Source: an optimization exercise on an open RTL-to-GDS flow (aim: small area). Production flows keep margins and buffers that such runs may drop.
The RTL was checked by simulation tests, not by an equivalence proof against the original design.
No activity file was given, so power comes from the tool's default toggle rates.

==> design.v <==
`timescale 1ns / 1ps
module ROM(
    input [4:0] address,
    output [5:0] data
    );
	localparam [31:0] ROW0 = 32'b10001000010010001000000010000000;
	localparam [31:0] ROW1 = 32'b11011101101100111110010010001011;
	localparam [31:0] ROW2 = 32'b10000100101000001010001111110100;
	localparam [31:0] ROW3 = 32'b11010001110011101010001010101000;
	localparam [31:0] ROW4 = 32'b11010111101100101011110010001000;
	localparam [31:0] ROW5 = 32'b11111011110010101101100011001000;
	assign data[0] = ROW0[address];
	assign data[1] = ROW1[address];
	assign data[2] = ROW2[address];
	assign data[3] = ROW3[address];
	assign data[4] = ROW4[address];
	assign data[5] = ROW5[address];
endmodule
`timescale 1ns / 1ps
module Clk_Div #(
	parameter W = 4,
	parameter [W-1:0] TAPS = 0,
	parameter [W-1:0] S0 = 1,
	parameter [W-1:0] TERM = 0,
	parameter [W-1:0] MASK = 0,
	parameter [W-1:0] DIFF = 0
	)(
	input clk,
	input reset,
	input en,
	output tick
	);
	localparam [W-1:0] POL = {((W+1)/2){2'b10}};
	reg [W-1:0] r;
	wire [W-1:0] s = r ^ POL;
	assign tick = en & (((s ^ TERM) & MASK) == {W{1'b0}});
	wire fb = ^(s & TAPS);
	wire [W-1:0] nxt = {s[W-2:0], fb};
	wire [W-1:0] ld = {W{reset}} | (DIFF & {W{tick}});
	always @(posedge clk)
		r <= (ld & (S0 ^ POL)) | (~ld & (en ? nxt ^ POL : r));
endmodule
`timescale 1ns / 1ps
module MainSound(
    input clk,
    input reset,
    input [5:0] teclas,
    input t2,
    output [5:0] sample
    );
	reg [3:0] p16;
	always @(posedge clk)
		if (reset) p16 <= 4'd0;
		else p16 <= p16 + {3'd0, t2};
	wire t8 = t2 & p16[0] & p16[1];
	wire t16 = t8 & p16[2];
	wire t32 = t16 & p16[3];
	wire t3;
	Clk_Div #(.W(2), .TAPS(2'd3), .S0(2'd1), .TERM(2'd2), .MASK(2'd1), .DIFF(2'd0)) c3(.clk(clk), .reset(reset), .en(1'b1), .tick(t3));
	wire t5;
	Clk_Div #(.W(3), .TAPS(3'd5), .S0(3'd5), .TERM(3'd3), .MASK(3'd3), .DIFF(3'd2)) c5(.clk(clk), .reset(reset), .en(1'b1), .tick(t5));
	wire t7;
	Clk_Div #(.W(3), .TAPS(3'd5), .S0(3'd1), .TERM(3'd4), .MASK(3'd3), .DIFF(3'd0)) c7(.clk(clk), .reset(reset), .en(1'b1), .tick(t7));
	wire t11;
	Clk_Div #(.W(4), .TAPS(4'd12), .S0(4'd3), .TERM(4'd8), .MASK(4'd6), .DIFF(4'd2)) c11(.clk(clk), .reset(reset), .en(1'b1), .tick(t11));
	wire t13;
	Clk_Div #(.W(4), .TAPS(4'd9), .S0(4'd13), .TERM(4'd7), .MASK(4'd7), .DIFF(4'd2)) c13(.clk(clk), .reset(reset), .en(1'b1), .tick(t13));
	wire t17;
	Clk_Div #(.W(5), .TAPS(5'd18), .S0(5'd22), .TERM(5'd9), .MASK(5'd22), .DIFF(5'd4)) c17(.clk(clk), .reset(reset), .en(1'b1), .tick(t17));
	wire t31;
	Clk_Div #(.W(5), .TAPS(5'd18), .S0(5'd1), .TERM(5'd16), .MASK(5'd15), .DIFF(5'd0)) c31(.clk(clk), .reset(reset), .en(1'b1), .tick(t31));
	wire t37;
	Clk_Div #(.W(6), .TAPS(6'd33), .S0(6'd7), .TERM(6'd34), .MASK(6'd28), .DIFF(6'd2)) c37(.clk(clk), .reset(reset), .en(1'b1), .tick(t37));
	wire t43;
	Clk_Div #(.W(6), .TAPS(6'd33), .S0(6'd24), .TERM(6'd14), .MASK(6'd45), .DIFF(6'd4)) c43(.clk(clk), .reset(reset), .en(1'b1), .tick(t43));
	wire t83;
	Clk_Div #(.W(7), .TAPS(7'd68), .S0(7'd19), .TERM(7'd89), .MASK(7'd39), .DIFF(7'd32)) c83(.clk(clk), .reset(reset), .en(1'b1), .tick(t83));
	wire t113;
	Clk_Div #(.W(7), .TAPS(7'd65), .S0(7'd1), .TERM(7'd80), .MASK(7'd47), .DIFF(7'd32)) c113(.clk(clk), .reset(reset), .en(1'b1), .tick(t113));
	wire t127;
	Clk_Div #(.W(7), .TAPS(7'd65), .S0(7'd1), .TERM(7'd64), .MASK(7'd63), .DIFF(7'd0)) c127(.clk(clk), .reset(reset), .en(1'b1), .tick(t127));
	wire t157;
	Clk_Div #(.W(8), .TAPS(8'd150), .S0(8'd13), .TERM(8'd6), .MASK(8'd59), .DIFF(8'd1)) c157(.clk(clk), .reset(reset), .en(1'b1), .tick(t157));
	wire t269;
	Clk_Div #(.W(9), .TAPS(9'd264), .S0(9'd479), .TERM(9'd487), .MASK(9'd231), .DIFF(9'd16)) c269(.clk(clk), .reset(reset), .en(1'b1), .tick(t269));
	wire t353;
	Clk_Div #(.W(9), .TAPS(9'd264), .S0(9'd153), .TERM(9'd324), .MASK(9'd127), .DIFF(9'd16)) c353(.clk(clk), .reset(reset), .en(1'b1), .tick(t353));
	wire t359;
	Clk_Div #(.W(9), .TAPS(9'd272), .S0(9'd410), .TERM(9'd477), .MASK(9'd127), .DIFF(9'd32)) c359(.clk(clk), .reset(reset), .en(1'b1), .tick(t359));
	wire t383;
	Clk_Div #(.W(9), .TAPS(9'd264), .S0(9'd443), .TERM(9'd205), .MASK(9'd495), .DIFF(9'd32)) c383(.clk(clk), .reset(reset), .en(1'b1), .tick(t383));
	wire t419;
	Clk_Div #(.W(9), .TAPS(9'd264), .S0(9'd461), .TERM(9'd238), .MASK(9'd383), .DIFF(9'd16)) c419(.clk(clk), .reset(reset), .en(1'b1), .tick(t419));
	wire t499;
	Clk_Div #(.W(9), .TAPS(9'd264), .S0(9'd494), .TERM(9'd511), .MASK(9'd510), .DIFF(9'd16)) c499(.clk(clk), .reset(reset), .en(1'b1), .tick(t499));
	wire t529;
	Clk_Div #(.W(10), .TAPS(10'd516), .S0(10'd1008), .TERM(10'd248), .MASK(10'd471), .DIFF(10'd512)) c529(.clk(clk), .reset(reset), .en(1'b1), .tick(t529));
	wire t593;
	Clk_Div #(.W(10), .TAPS(10'd516), .S0(10'd536), .TERM(10'd524), .MASK(10'd755), .DIFF(10'd512)) c593(.clk(clk), .reset(reset), .en(1'b1), .tick(t593));
	wire t839;
	Clk_Div #(.W(10), .TAPS(10'd516), .S0(10'd882), .TERM(10'd425), .MASK(10'd1007), .DIFF(10'd32)) c839(.clk(clk), .reset(reset), .en(1'b1), .tick(t839));
	wire t1999;
	Clk_Div #(.W(11), .TAPS(11'd1026), .S0(11'd1457), .TERM(11'd730), .MASK(11'd1535), .DIFF(11'd4)) c1999(.clk(clk), .reset(reset), .en(1'b1), .tick(t1999));
	wire t2239;
	Clk_Div #(.W(12), .TAPS(12'd2179), .S0(12'd412), .TERM(12'd1230), .MASK(12'd3767), .DIFF(12'd2048)) c2239(.clk(clk), .reset(reset), .en(1'b1), .tick(t2239));
	wire t9;
	Clk_Div #(.W(2), .TAPS(2'd3), .S0(2'd1), .TERM(2'd2), .MASK(2'd1), .DIFF(2'd0)) c9(.clk(clk), .reset(reset), .en(t3), .tick(t9));
	wire t2375;
	Clk_Div #(.W(9), .TAPS(9'd264), .S0(9'd100), .TERM(9'd114), .MASK(9'd431), .DIFF(9'd128)) c2375(.clk(clk), .reset(reset), .en(t5), .tick(t2375));
	wire t1331;
	Clk_Div #(.W(7), .TAPS(7'd65), .S0(7'd2), .TERM(7'd67), .MASK(7'd125), .DIFF(7'd4)) c1331(.clk(clk), .reset(reset), .en(t11), .tick(t1331));
	reg [31:0] o;
	wire d0 = t2 & t3 & t499;   
	wire d1 = t499;   
	wire d2 = t529;   
	wire d3 = t16 & t5 & t7;   
	wire d4 = t593;   
	wire d5 = t17 & t37;   
	wire d6 = t2 & t9 & t37;   
	wire d7 = t2 & t353;   
	wire d8 = t9 & t83;   
	wire d9 = t8 & t9 & t11;   
	wire d10 = t839;   
	wire d11 = t8 & t3 & t37;   
	wire d12 = t2 & t3 & t157;   
	wire d13 = t2 & t499;   
	wire d14 = t2 & t529;   
	wire d15 = t32 & t5 & t7;   
	wire d16 = t2 & t593;   
	wire d17 = t3 & t419;   
	wire d18 = t1331;   
	wire d19 = t17 & t83;   
	wire d20 = t2 & t9 & t83;   
	wire d21 = t2 & t7 & t113;   
	wire d22 = t3 & t13 & t43;   
	wire d23 = t16 & t3 & t37;   
	wire d24 = t7 & t269;   
	wire d25 = t1999;   
	wire d26 = t2 & t3 & t383;   
	wire d27 = t2239;   
	wire d28 = t2375;   
	wire d29 = t7 & t359;   
	wire d30 = t3 & t7 & t127;   
	wire d31 = t7 & t13 & t31;   
	always @(posedge clk)
		if (reset) o <= 32'd0;
		else o <= o ^ {d31, d30, d29, d28, d27, d26, d25, d24, d23, d22, d21, d20, d19, d18, d17, d16, d15, d14, d13, d12, d11, d10, d9, d8, d7, d6, d5, d4, d3, d2, d1, d0};
	reg [5:0] sel_q;
	wire take = ~teclas[5] | (teclas[4:0] == 5'd0);
	wire [5:0] s = take ? teclas : sel_q;
	reg lvl;
	wire lvl_n = (s == 6'd0) ? lvl : o[s[4:0]];
	wire step = lvl_n & ~lvl;
	reg [4:0] addr;
	wire addr_fb = addr[4] ^ addr[1] ^ (addr[3:0] == 4'd0);
	reg played;
	wire [5:0] rom_q;
	ROM samples_rom(addr, rom_q);
	assign sample = played ? rom_q : 6'd0;
	always @(posedge clk)
		if (reset)
		begin
			sel_q <= 6'd0;
			lvl <= 1'b0;
			addr <= 5'd14;
			played <= 1'b0;
		end
		else
		begin
			sel_q <= s;
			lvl <= lvl_n;
			if (step)
			begin
				addr <= {addr[3:0], addr_fb};
				played <= 1'b1;
			end
		end
endmodule
`timescale 1ns / 1ps
module Logica_VGA(
	input clock,
	input reset,
	input [5:0] tecla,
	output [2:0] RGB,
	output H_sync,
	output V_sync,
	output t2
	);
	reg [6:0] r2;
	reg [4:0] q;
	reg [1:0] m;
	reg [7:0] l;
	reg pressed;
	wire qlast = q[4] & q[2];                                    
	wire rwrap = qlast ? (r2[5] & r2[2] & r2[1] & r2[0])         
	                   : (r2[6] & r2[3] & r2[2] & r2[0]);        
	wire [6:0] r2_n = rwrap ? 7'd0 : r2 + 7'd1;
	wire [4:0] q_n = rwrap ? (qlast ? 5'd0 : q + 5'd1) : q;
	wire vinc = qlast & (r2[3:0] == 4'hF) & ~r2[4];              
	wire lwrap = m[1] ? (l[5] & l[3] & l[2])                     
	                  : (l[7] & l[6] & l[5] & l[3] & l[2] & l[1] & l[0]);  
	wire valid = tecla[5] ? (tecla[4:0] == 5'd0) : (tecla[4:0] != 5'd0);
	wire [4:0] ti = tecla[4:0] - 5'd1;
	wire match = valid & (q_n[3:0] == ti[3:0]) & (ti[4] == m[0]);
	always @(posedge clock)
		if (r2[0])
			pressed <= match;
	always @(posedge clock)
		if (reset)
		begin
			r2 <= 7'd17;
			q <= 5'd20;
			m <= 2'd2;
			l <= 8'd32;
		end
		else
		begin
			r2 <= r2_n;
			q <= q_n;
			if (vinc)
			begin
				l <= lwrap ? 8'd0 : l + 8'd1;
				if (lwrap)
					m <= m[1] ? 2'd0 : m + 2'd1;
			end
		end
	wire rows = ~m[1] & ~(l[7] & l[6] & (l[5] | (l[4] & l[3])));   
	wire lit = ~q[4] & ~r2[6] & rows;
	assign RGB = {lit, lit & ~pressed, lit};
	assign H_sync = ~((q == 5'd16 && r2 >= 7'd40) || q == 5'd17 || (q == 5'd18 && r2 < 7'd76));
	assign V_sync = ~(m[0] & (l == 8'd237 || l == 8'd238));       
	assign t2 = ~r2[0];
endmodule
`timescale 1ns / 1ps
module Piano_VGA(
	input clk50mhz,
	input reset,
	input [5:0] tecla,
	output [2:0] RGB,
	output H_sync,
	output V_sync,
	output t2
	);
	Logica_VGA vga_logic (clk50mhz, reset, tecla, RGB, H_sync, V_sync, t2);
endmodule
`timescale 1ns / 1ps
module Main_Piano_VGA(
	input clock,
	input reset,
	input [5:0] teclas,
	output H_sync,
	output V_sync,
	output [2:0]RGB,
	output [5:0]sound4
	);
	wire t2;
	Piano_VGA vga(clock, reset, teclas, RGB, H_sync, V_sync, t2);
	MainSound sound(clock, reset, teclas, t2, sound4);
endmodule
==> flow/run.sh <==
#!/bin/bash
# The standard layout (standard.sh, standard synthesis included) with two
# changes:
# - clock tree synthesis without dummy loads, with one level of sink
#   clusters of up to 34 flip-flops within 90 um on clkbuf_16, and clkbuf_4
#   above them;
# - the smallest buffer (buf_1) on the input and output ports.
export CTS_ARGS="-sink_clustering_enable -repair_clock_nets -dont_use_dummy_load -buf_list sky130_fd_sc_hd__clkbuf_4 -root_buf sky130_fd_sc_hd__clkbuf_4 -sink_clustering_buffer sky130_fd_sc_hd__clkbuf_16 -sink_clustering_levels 1 -sink_clustering_size 34 -sink_clustering_max_diameter 90"
export BUFFER_PORTS_ARGS="-buffer_cell sky130_fd_sc_hd__buf_1"
bash standard.sh > standard.log 2>&1
==> standard.sh <==
#!/bin/bash
# synth_recipe.tcl (not shown) runs the flow's synth.tcl, then flattens the netlist and writes it again
# the make line also repeats each setting of config.mk as NAME=value (left out here)
make -C /OpenROAD-flow-scripts/flow DESIGN_CONFIG=/design/flow/config.mk WORK_HOME=/design/flow/orfs CLKGATE_MAP_FILE= SYNTH_SCRIPT=/design/flow/synth_recipe.tcl "${@:-finish}"
==> config.mk <==
export PLATFORM = sky130hd
export DESIGN_NAME = Main_Piano_VGA
export DESIGN_NICKNAME = Main_Piano_VGA
export VERILOG_FILES = /design/flow/design.v
export SDC_FILE = /design/flow/constraint.sdc
export NUM_CORES = 4
export LEC_CHECK = 0
export CAP_MARGIN = 20
export CORE_MARGIN = 2
export CORE_UTILIZATION = 70
export SLEW_MARGIN = 20
==> constraint.sdc <==
create_clock -name core_clock -period 20.0 [get_ports {clock}]
set_input_delay 4.0000 -clock core_clock [delete_from_list [all_inputs] [get_ports {clock}]]
set_output_delay 4.0000 -clock core_clock [all_outputs]
set_load 0.01 [all_outputs]
==> metrics.csv <==
stage;metric;value;unit
drt;ant_nets;0;
floorplan;die-width;119.4;microns
synth;synth_warnings;28;
drt;top_layer;met4;
worst_setup_path;required;20480;ps
timing;finClkSkew;48.23;ps
layout;final-seq-area;0.005295;sq mm
placed_design;port_buffers;18;
layout;finalNetCount;962;
timing;drv_slew;0;
synth;syn_avg_cell_area;9.775;sq um
run;cap_violations;0;
drt;wl_met1;7.703;mm
drt;wl_per_cell;14.20;microns
timing;tightestPinTransition;912.7;ps
synth;syn_area;0.009315;sq mm
drt;vias_per_cell;5.578;
layout;drive_gt1_frac;0.03629;
drt;first_pass_iters;5;
worst_setup_path;endpoint_kind;flip-flop;
worst_setup_path;cp.arrival;7440;ps
global_routing;grt_max_degree;112;
synth;yosysSeqAreaShare;0.5684;
layout;fillers;1000;
floorplan;ios;19;
run_status;outcome;finished clean;
timing;max_freq;0.1437;GHz
timing;slew_headroom;0.3915;
synth;syn_inst;953;
drt;wl;15.82;mm
placed_design;dp_hpwl;10.79;mm
layout;areaGrowthSynthToFinish;4.030;%
clock_tree;clk_latency;600;ps
synth;synth_fp_nets;976;
clock_tree;cts_sinks;264;
placed_design;place.gp.congestion;0.8427;
synth;synth_flop_cell;dfxtp_1;
timing;finalSetupViolCount;0;
layout;multiInputGateArea;0.003736;sq mm
floorplan;dieArea;0.01425;sq mm
worst_setup_path;start_kind;input port;
worst_setup_path;crit_type;in2reg;
clock_tree;max-clock-path-buffers;3;
clock_tree;path_clk_slew;110;ps
drt;drtIter0Drc;439;
floorplan;core_area;0.01314;sq mm
pwr;p_total;0.8853;mW
timing;fin_crit;6957;ps
timing;fin_ws;13040;ps
clock_tree;cts.repair.resized;0;
drt;wl_met2;7.309;mm
global_routing;grt_first_pass_wirelength;27.09;mm
pwr;peakVddDrop;0.07633;mV
global_routing;antenna_found_initial;1;
floorplan;die_y;119.4;microns
drt;met3_wirelength;506;microns
clock_tree;htreeDepth;1;
global_routing;grt_pass1_vias;5947;
placed_design;pre_cts_ws;12420;ps
timing;fin_crit_sh;0.3478;
synth;synth_cell_types;61;
drt;vias;6214;
global_routing;overflow;0;
clock_tree;cts_hold_buf;0;
clock_tree;postCtsSetupRepairBufs;0;
synth;ys_seq_elements;264;
clock_tree;root_buffer;clkbuf_4;
clock_tree;cts_made_buffers;12;
timing;whs;337.1;ps
timing;tns;0;ps
floorplan;initial_core_util;0.7090;
placed_design;post-place-cells;1100;
drt;drc;0;
placed_design;place_area;0.009413;sq mm
timing;hold_viol;0;
worst_setup_path;path_max_fanout;16;
global_routing;grt_usage;0.2253;
synth;synth-edff-count;1;
layout;post-route-util;0.7376;
worst_hold_path;min_path_type;reg2reg;
layout;finalInstanceArea;0.009691;sq mm
floorplan;placementRows;42;
layout;stdcell_count;1114;
pwr;power_density;91.36;mW/mm^2
synth;async_flop_share;0;
clock_tree;cts_tree;done;
pwr;power_leakage;3.854;nW
timing;rsz0062_at_grt;false;
## state kept, by name, indices dropped and copies added, names as in the netlist, 6 cells and up
signal	flops
sound.c839.r	10
sound.c383.r	9
sound.c2239.r	12
sound.c269.r	9
vga.vga_logic.r2	7
sound.c1999.r	11
sound.o	32
sound.c593.r	10
sound.c353.r	9
sound.c113.r	7
sound.c43.r	6
sound.c499.r	9
sound.c1331.r	7
sound.sel_q	6
sound.c83.r	7
sound.c359.r	9
sound.c2375.r	9
sound.c419.r	9
vga.vga_logic.l	8
sound.c37.r	6
sound.c157.r	8
sound.c127.r	7
sound.c529.r	10
## cell type report
class | count | area share
clock buffers | 12 | 0.02556
flip-flops and latches | 264 | 0.5464
well taps | 176 | 0.02272
inverters | 20 | 0.007747
multi-input cells | 620 | 0.3855
diodes | 1 | 0.0002582
repair buffers | 21 | 0.01175
## path summary, 6_finish.rpt
| check | startpoint | to | slack [ps] | cells after the start |
|---|---|---|---|---|
| hold reg to reg | sound.c157.r[6] | sound.c157.r[7] | 340 | 1 |
| setup / recovery | teclas[0] | sound.addr[0] | 13040 | 11 |
| hold / removal | sound.c157.r[6] | sound.c157.r[7] | 340 | 1 |
| setup reg to reg | sound.sel_q[0] | sound.addr[0] | 17550 | 6 |
## critical path, stage by stage
cell      delay [ps]
buf_1            230
inv_1            110
ha_1             200
nand3b_1          90
ha_1             600
mux2i_4          600
mux4_1           600
o21ai_0          240
a211oi_2         100
a22oi_4          340
mux2_4           330
## kinds of logic after synthesis
group / count (synthesis) / share of synthesized area
AOI/OAI and AO/OA: 80 / 0.05964
xor gates and xnor gates: 80 / 0.07522
adders and majority gates: 15 / 0.02015
buffers and inverters: 69 / 0.03049
DFF: 264 / 0.5684
muxes: 24 / 0.03841
and+or+nand+nor: 421 / 0.2077
## per-layer routing
| layer | up-vias | GRT usage |
|---|---|---|
| li1 | 3140 | - |
| met1 | 2943 | 0.3170 |
| met2 | 104 | 0.3779 |
| met3 | 27 | 0.02347 |
| met4 | 0 | 0.05294 |
| met5 | - | 0 |
## power by group
part | switching [mW] | internal, mW
clock network | 0.143 | 0.0879
logic | 0.0398 | 0.0325
registers | 0.0245 | 0.557
total | 0.207 | 0.678
## cell usage after synthesis, types with 4 or more instances
cell / number / area, sq um
a31oi_1: 6 / 37.54
nand2b_1: 11 / 68.82
nand2_1: 126 / 473.0
xor2_1: 45 / 394.1
clkbuf_1: 43 / 161.4
nor2_1: 159 / 596.8
xnor2_1: 35 / 306.5
a211oi_1: 12 / 90.09
mux2i_1: 11 / 110.1
dfxtp_1: 263 / 5265
nor2b_1: 13 / 81.33
nor4_1: 10 / 62.56
o211ai_1: 7 / 52.55
nor3_1: 22 / 110.1
nand4b_1: 4 / 35.03
o21ai_0: 17 / 85.08
a21oi_1: 18 / 90.09
nand3_1: 22 / 110.1
nor4b_1: 4 / 35.03
or3_1: 8 / 50.05
ha_1: 15 / 187.7
inv_1: 19 / 71.32
and2_1: 5 / 31.28
nor3b_1: 5 / 37.54
nand4_1: 15 / 93.84
## cell usage in the layout (no fill, tap or decap), types with 4 or more instances in the layout
cell	count
dfxtp_1	263
inv_1	19
ha_1	15
nand4_1	15
nor3b_1	5
nand2_1	126
nand4b_1	4
nor2b_1	13
o211ai_1	7
xnor2_1	35
buf_1	17
a21oi_1	18
nor3_1	22
and2_1	5
nand2b_1	11
nand3_1	22
nor4b_1	4
nor4_1	10
clkbuf_4	4
mux2i_1	11
or3_1	8
xor2_1	45
a31oi_1	6
a211oi_1	12
o21ai_0	17
clkbuf_16	9
nor2_1	159

static timing again, ports no longer ideal:
How much do the figures lean on ideal ports? The routed layout below was timed once more, with nothing changed but the port constraints. Step 1, drivers: a clkbuf_16 drives clock and a buf_2 each remaining input, both assumed. Step 2 adds t to the input delays and takes it off the output delays; t is the mean of the earliest and latest rising clock arrival at the registers after step 1. Input paths then give back, and output paths get back, about the clock's delay inside the block. a / b / c = no drivers / after step 1 / after step 2; a / b = the first two.
shift t [ns]: 0.609
slack for setup (ns): 13.043 / 13.027 / 12.418
clock arrival spread, ns: 0.050 / 0.050
worst slew at a driven data input, ns: 0.05
After both steps setup and hold are still met in this run. For this run, drivers alone change the setup slack by -0.016 ns; drivers and shift together by -0.625 ns.
